Source: an optimization exercise on an open RTL-to-GDS flow (aim: small area, a short achievable clock period and few clock cycles). Production flows keep margins and buffers that such runs may drop. The RTL was checked by simulation tests, not by an equivalence proof against the original design. Power figures rest on the tool's default switching activity, not on a simulated workload.

// EditDistance
module EditDistance(
output wire [31:0] addr_rom_0,
input  wire [1:0]  data_o_0,
output wire [31:0] addr_rom_1,
input  wire [1:0]  data_o_1,
input  wire clk,
input  wire rst,
output reg         result_en,
output wire [31:0] result_addr,
output wire [31:0] result
);
export LEC_CHECK = 0
export CAP_MARGIN = 20
export CORE_MARGIN = 2
export CORE_UTILIZATION = 40
export CTS_BUF_LIST = sky130_fd_sc_hd__clkbuf_16
export CTS_CLUSTER_DIAMETER = 100
export CTS_CLUSTER_SIZE = 30
export SETUP_SLACK_MARGIN = 3.1
export SLEW_MARGIN = 20
create_clock -name core_clock -period 5.0 [get_ports {clk}]
run.sh (not shown) runs the stock make flow with config.mk's settings and CLKGATE_MAP_FILE= SYNTH_SCRIPT=/design/flow/synth_recipe.tcl, a recipe that flattens the netlist after the stock synthesis.
The starting point completed without violations.
Testbench counts at the start, summed over its fixed seeds: cycles 53,248.
==> next run, changes <==
CORE_UTILIZATION = 80   (was 40)
PLACE_DENSITY = 0.85   (was default)
SETUP_SLACK_MARGIN = 2.9   (was 3.1)
Result: Wire length came out higher by roughly a tenth; register-to-register slack got worse by 0.11 ns; design area came out lower by a few percent; sequential cell count is unchanged.
==> next run, changes <==
CORE_UTILIZATION = 60   (was 80)
PLACE_DENSITY = default   (was 0.85)
After rerunning: The changed run passed the timing, DRC and antenna checks. Via count decreases by 6.7%. Setup slack gets better by 0.11 ns. Global-route usage decreases by 8.8 points. Total power decreases by about 1.7%. Clock-buffer cell count does not change. Fmax increases by 5.2%. Non-clock buffer count decreases by 11.

* * *

The RTL this note starts from:
==> flow/design.v <==
`timescale 1ns / 1ps
module EditDistance(
output wire [31:0] addr_rom_0,
input  wire [1:0]  data_o_0,
output wire [31:0] addr_rom_1,
input  wire [1:0]  data_o_1,
input  wire clk,
input  wire rst,
output reg         result_en,
output wire [31:0] result_addr,
output wire [31:0] result
);
localparam P    = 16;         
localparam N    = 1640;       
localparam W    = N - P + 1;  
localparam NB   = 2;          
localparam CW   = P / NB;     
reg        ph;
reg [10:0] cnt;
reg        done;
reg [10:0] raddr;
localparam [10:0] FIRST = 11'd19 + NB;
localparam [10:0] LAST  = W - 1;
always @(posedge clk) begin
    if (rst) begin
        ph    <= 1'b0;
        cnt   <= 11'd0;
        done  <= 1'b0;
        result_en <= 1'b0;
        raddr <= 11'd0;
    end else begin
        if (!ph && cnt[3:0] == 4'd15) begin
            ph  <= 1'b1;
            cnt <= 11'd0;
        end else begin
            cnt <= cnt + 11'd1;
        end
        if (ph && (cnt & FIRST) == FIRST && !done)
            result_en <= 1'b1;
        if (result_en) begin
            raddr <= raddr + 11'd1;
            if ((raddr & LAST) == LAST) begin
                result_en <= 1'b0;
                done <= 1'b1;
            end
        end
    end
end
wire ld = !ph || cnt[10:1] == 10'd0;
assign addr_rom_0  = {21'd0, cnt};
assign addr_rom_1  = {28'd0, cnt[3:0]};
assign result_addr = {21'd0, raddr};
reg [1:0] pat [0:P-1];
always @(posedge clk) begin : pat_shift
    integer j;
    if (ld) begin
        pat[P-1] <= data_o_1;
        for (j = 0; j < P-1; j = j + 1) pat[j] <= pat[j+1];
    end
end
wire [1:0] tsel [0:NB-1];
assign tsel[0] = data_o_0;
genvar g;
for (g = 1; g < NB; g = g + 1) begin : tdel
    reg [1:0] q;
    if (g == 1) begin : d1
        always @(posedge clk) q <= data_o_0;
    end else begin : dn
        always @(posedge clk) q <= tdel[g-1].q;
    end
    assign tsel[g] = q;
end
reg [P-1:0] m;
wire [P-1:0] mn = ~m;
always @(posedge clk) begin : match
    integer j;
    for (j = 0; j < P; j = j + 1) m[j] <= (tsel[j / CW] == pat[j]);
end
wire [P-1:0] vr [0:P];
genvar r, k, c;
for (k = 0; k < P; k = k + 1) begin : top
    assign vr[0][k] = (k % 2 == 1);           
end
for (r = 1; r <= P; r = r + 1) begin : row
    reg [P-1:0] vq;
    wire [NB:0] aout;              
    reg  [NB:0] aq;
    always @(posedge clk) aq <= aout;
    assign aout[0] = 1'b0;
    for (k = 0; k < NB; k = k + 1) begin : blk
        wire [CW:0] a;                 
        assign a[0] = (k == 0) ? ((r % 2) == 1) : aq[k];
        for (c = 0; c < CW; c = c + 1) begin : cl
            localparam J = k*CW + c;
            wire mm = m[J];
            wire v  = vr[r-1][J];
            if (r == 1 || J == 0) begin : edge_cell
                if ((r + J) % 2 == 0) begin : ev
                    assign a[c+1] = ~((mm | a[c]) & v);
                    always @(posedge clk) vq[J] <= ~((~mm & v) | a[c]);
                end else begin : od
                    assign a[c+1] = ~((a[c] & ~mm) | v);
                    always @(posedge clk) vq[J] <= ~((mm | v) & a[c]);
                end
            end else begin : inner
                wire vo;
                if ((r + J) % 2 == 0) begin : ev
                    EdCellE u (.a(a[c]), .v(v), .m(mm), .mn(mn[J]), .ao(a[c+1]), .vo(vo));
                end else begin : od
                    EdCellO u (.a(a[c]), .v(v), .m(mm), .mn(mn[J]), .ao(a[c+1]), .vo(vo));
                end
                always @(posedge clk) vq[J] <= vo;
            end
        end
        assign aout[k+1] = a[CW];
    end
    assign vr[r] = vq;
end
wire [P-1:0] nbr16;
for (k = 0; k < P; k = k + 1) begin : fix
    assign nbr16[k] = (k % 2 == 0) ? ~vr[P][k] : vr[P][k];
end
localparam HALF = 8;
localparam G    = P / HALF;
function [3:0] popg;
input [7:0] v;
reg [7:0] s;
reg x;
begin
    s = v;
    x = s[0] & s[1]; s[1] = s[0] | s[1]; s[0] = x;
    x = s[2] & s[3]; s[3] = s[2] | s[3]; s[2] = x;
    x = s[0] & s[2]; s[2] = s[0] | s[2]; s[0] = x;
    x = s[1] & s[3]; s[3] = s[1] | s[3]; s[1] = x;
    x = s[1] & s[2]; s[2] = s[1] | s[2]; s[1] = x;
    x = s[4] & s[5]; s[5] = s[4] | s[5]; s[4] = x;
    x = s[6] & s[7]; s[7] = s[6] | s[7]; s[6] = x;
    x = s[4] & s[6]; s[6] = s[4] | s[6]; s[4] = x;
    x = s[5] & s[7]; s[7] = s[5] | s[7]; s[5] = x;
    x = s[5] & s[6]; s[6] = s[5] | s[6]; s[5] = x;
    x = s[0] & s[4]; s[4] = s[0] | s[4]; s[0] = x;
    x = s[2] & s[6]; s[6] = s[2] | s[6]; s[2] = x;
    x = s[2] & s[4]; s[4] = s[2] | s[4]; s[2] = x;
    x = s[1] & s[5]; s[5] = s[1] | s[5]; s[1] = x;
    x = s[3] & s[7]; s[7] = s[3] | s[7]; s[3] = x;
    x = s[3] & s[5]; s[5] = s[3] | s[5]; s[3] = x;
    x = s[1] & s[2]; s[2] = s[1] | s[2]; s[1] = x;
    x = s[3] & s[4]; s[4] = s[3] | s[4]; s[3] = x;
    x = s[5] & s[6]; s[6] = s[5] | s[6]; s[5] = x;
    popg[0] = (s[7] & ~s[6]) | (s[5] & ~s[4]) | (s[3] & ~s[2]) | (s[1] & ~s[0]);
    popg[1] = (s[6] & ~s[5]) | (s[5] & ~s[4]) | (s[2] & ~s[1]) | (s[1] & ~s[0]);
    popg[2] = (s[4] & ~s[3]) | (s[3] & ~s[2]) | (s[2] & ~s[1]) | (s[1] & ~s[0]);
    popg[3] = (s[0]);
end
endfunction
wire [4-1:0] pal [0:G-1];
for (k = 0; k < G; k = k + 1) begin : grp
    localparam DL = NB - 1 - (k * HALF) / CW;    
    reg [4-1:0] pc [0:DL];
    always @(posedge clk) pc[0] <= popg(nbr16[k*HALF +: HALF]);
    for (c = 1; c <= DL; c = c + 1) begin : dly
        always @(posedge clk) pc[c] <= pc[c-1];
    end
    assign pal[k] = pc[DL];
end
reg [4:0] zeros;
always @(posedge clk) begin : tot
    integer j;
    reg [4:0] z;
    z = 5'd0;
    for (j = 0; j < G; j = j + 1) z = z + pal[j];
    zeros <= z;
end
assign result = {26'd0, zeros, 1'b0};
endmodule
module EdCellE(input wire a, input wire v, input wire m, input wire mn,
               output wire ao, output wire vo);
    assign ao = ~((m | a) & v);
    assign vo = ~((mn & v) | a);
endmodule
module EdCellO(input wire a, input wire v, input wire m, input wire mn,
               output wire ao, output wire vo);
    assign ao = ~((mn & a) | v);
    assign vo = ~((m | v) & a);
endmodule
Settings: LEC_CHECK=0, ABC_AREA=1, CAP_MARGIN=20, CORE_MARGIN=2, CORE_UTILIZATION=70, CTS_BUF_LIST=sky130_fd_sc_hd__clkbuf_16, CTS_CLUSTER_DIAMETER=100, CTS_CLUSTER_SIZE=30, PLACE_DENSITY=0.8, SETUP_SLACK_MARGIN=2.9, SLEW_MARGIN=20, SYNTH_HIERARCHICAL=1; clock period 5.0 ns.
standard.sh (not shown) runs the stock make flow with config.mk's settings and CLKGATE_MAP_FILE= SYNTH_SCRIPT=/design/flow/synth_recipe.tcl, a recipe that flattens the netlist after the stock synthesis.
==> flow/flow/run.sh <==
#!/bin/bash
set -euo pipefail
bash standard.sh \
  "CTS_ARGS=-sink_clustering_enable -repair_clock_nets -sink_clustering_size 30 -sink_clustering_max_diameter 100 -buf_list sky130_fd_sc_hd__clkbuf_16 -dont_use_dummy_load" \
  finish > flow.log 2>&1
Testbench counts at the start, summed over its fixed seeds: cycles 53,248.
Rerun with:
--- a/flow/flow/run.sh
+++ b/flow/flow/run.sh
@@ -4,0 +5 @@
+  SKIP_REPAIR_TIE_FANOUT=1 \
--- a/flow/config.mk
+++ b/flow/config.mk
@@ -12,3 +11,0 @@
-export CTS_BUF_LIST = sky130_fd_sc_hd__clkbuf_16
-export CTS_CLUSTER_DIAMETER = 100
-export CTS_CLUSTER_SIZE = 30
@@ -16 +13 @@
-export SETUP_SLACK_MARGIN = 2.9
+export SETUP_SLACK_MARGIN = 2.95
=> Power stays flat; worst setup slack improves by 0.062 ns; sequential share of layout area rises by 1.7 points; first-iteration DRC count falls by 22%.

[what the ideal ports hide]
How much do the figures lean on ideal ports? The routed layouts below were timed once more, with nothing changed but the port constraints. Step 1 sets driving cells, clkbuf_16 on the clock port and buf_2 on the other inputs (assumed; they add their load-dependent delay and slew). Step 2 also shifts input and output timing later by t, the mid clock arrival at the registers, as if the neighbouring blocks saw the same clock. Slacks: ideal ports / drivers / drivers and shift; pairs: ideal ports / drivers.
run | t (ns) | setup slack, ns | hold slack, ns | worst data-port slew with drivers (ns)
the first run of note 1 | 0.554 | 2.941 / 2.939 / 2.754 | 0.336 / 0.336 / 0.336 | 0.03
the second run of note 1 | 0.541 | 2.831 / 2.831 / 2.744 | 0.333 / 0.333 / 0.333 | 0.04
the third run of note 1 | 0.543 | 2.937 / 2.890 / 2.777 | 0.336 / 0.336 / 0.336 | 0.03
the first run of note 2 | 0.517 | 2.932 / 2.890 / 2.493 | 0.335 / 0.335 / 0.335 | 0.03
the second run of note 2 | 0.511 | 2.994 / 2.949 / 2.766 | 0.341 / 0.341 / 0.341 | 0.04
After both steps setup and hold are still met in every run listed. For the first run of note 2, which loses most, drivers alone change the setup slack by -0.042 ns; drivers and shift together by -0.439 ns.
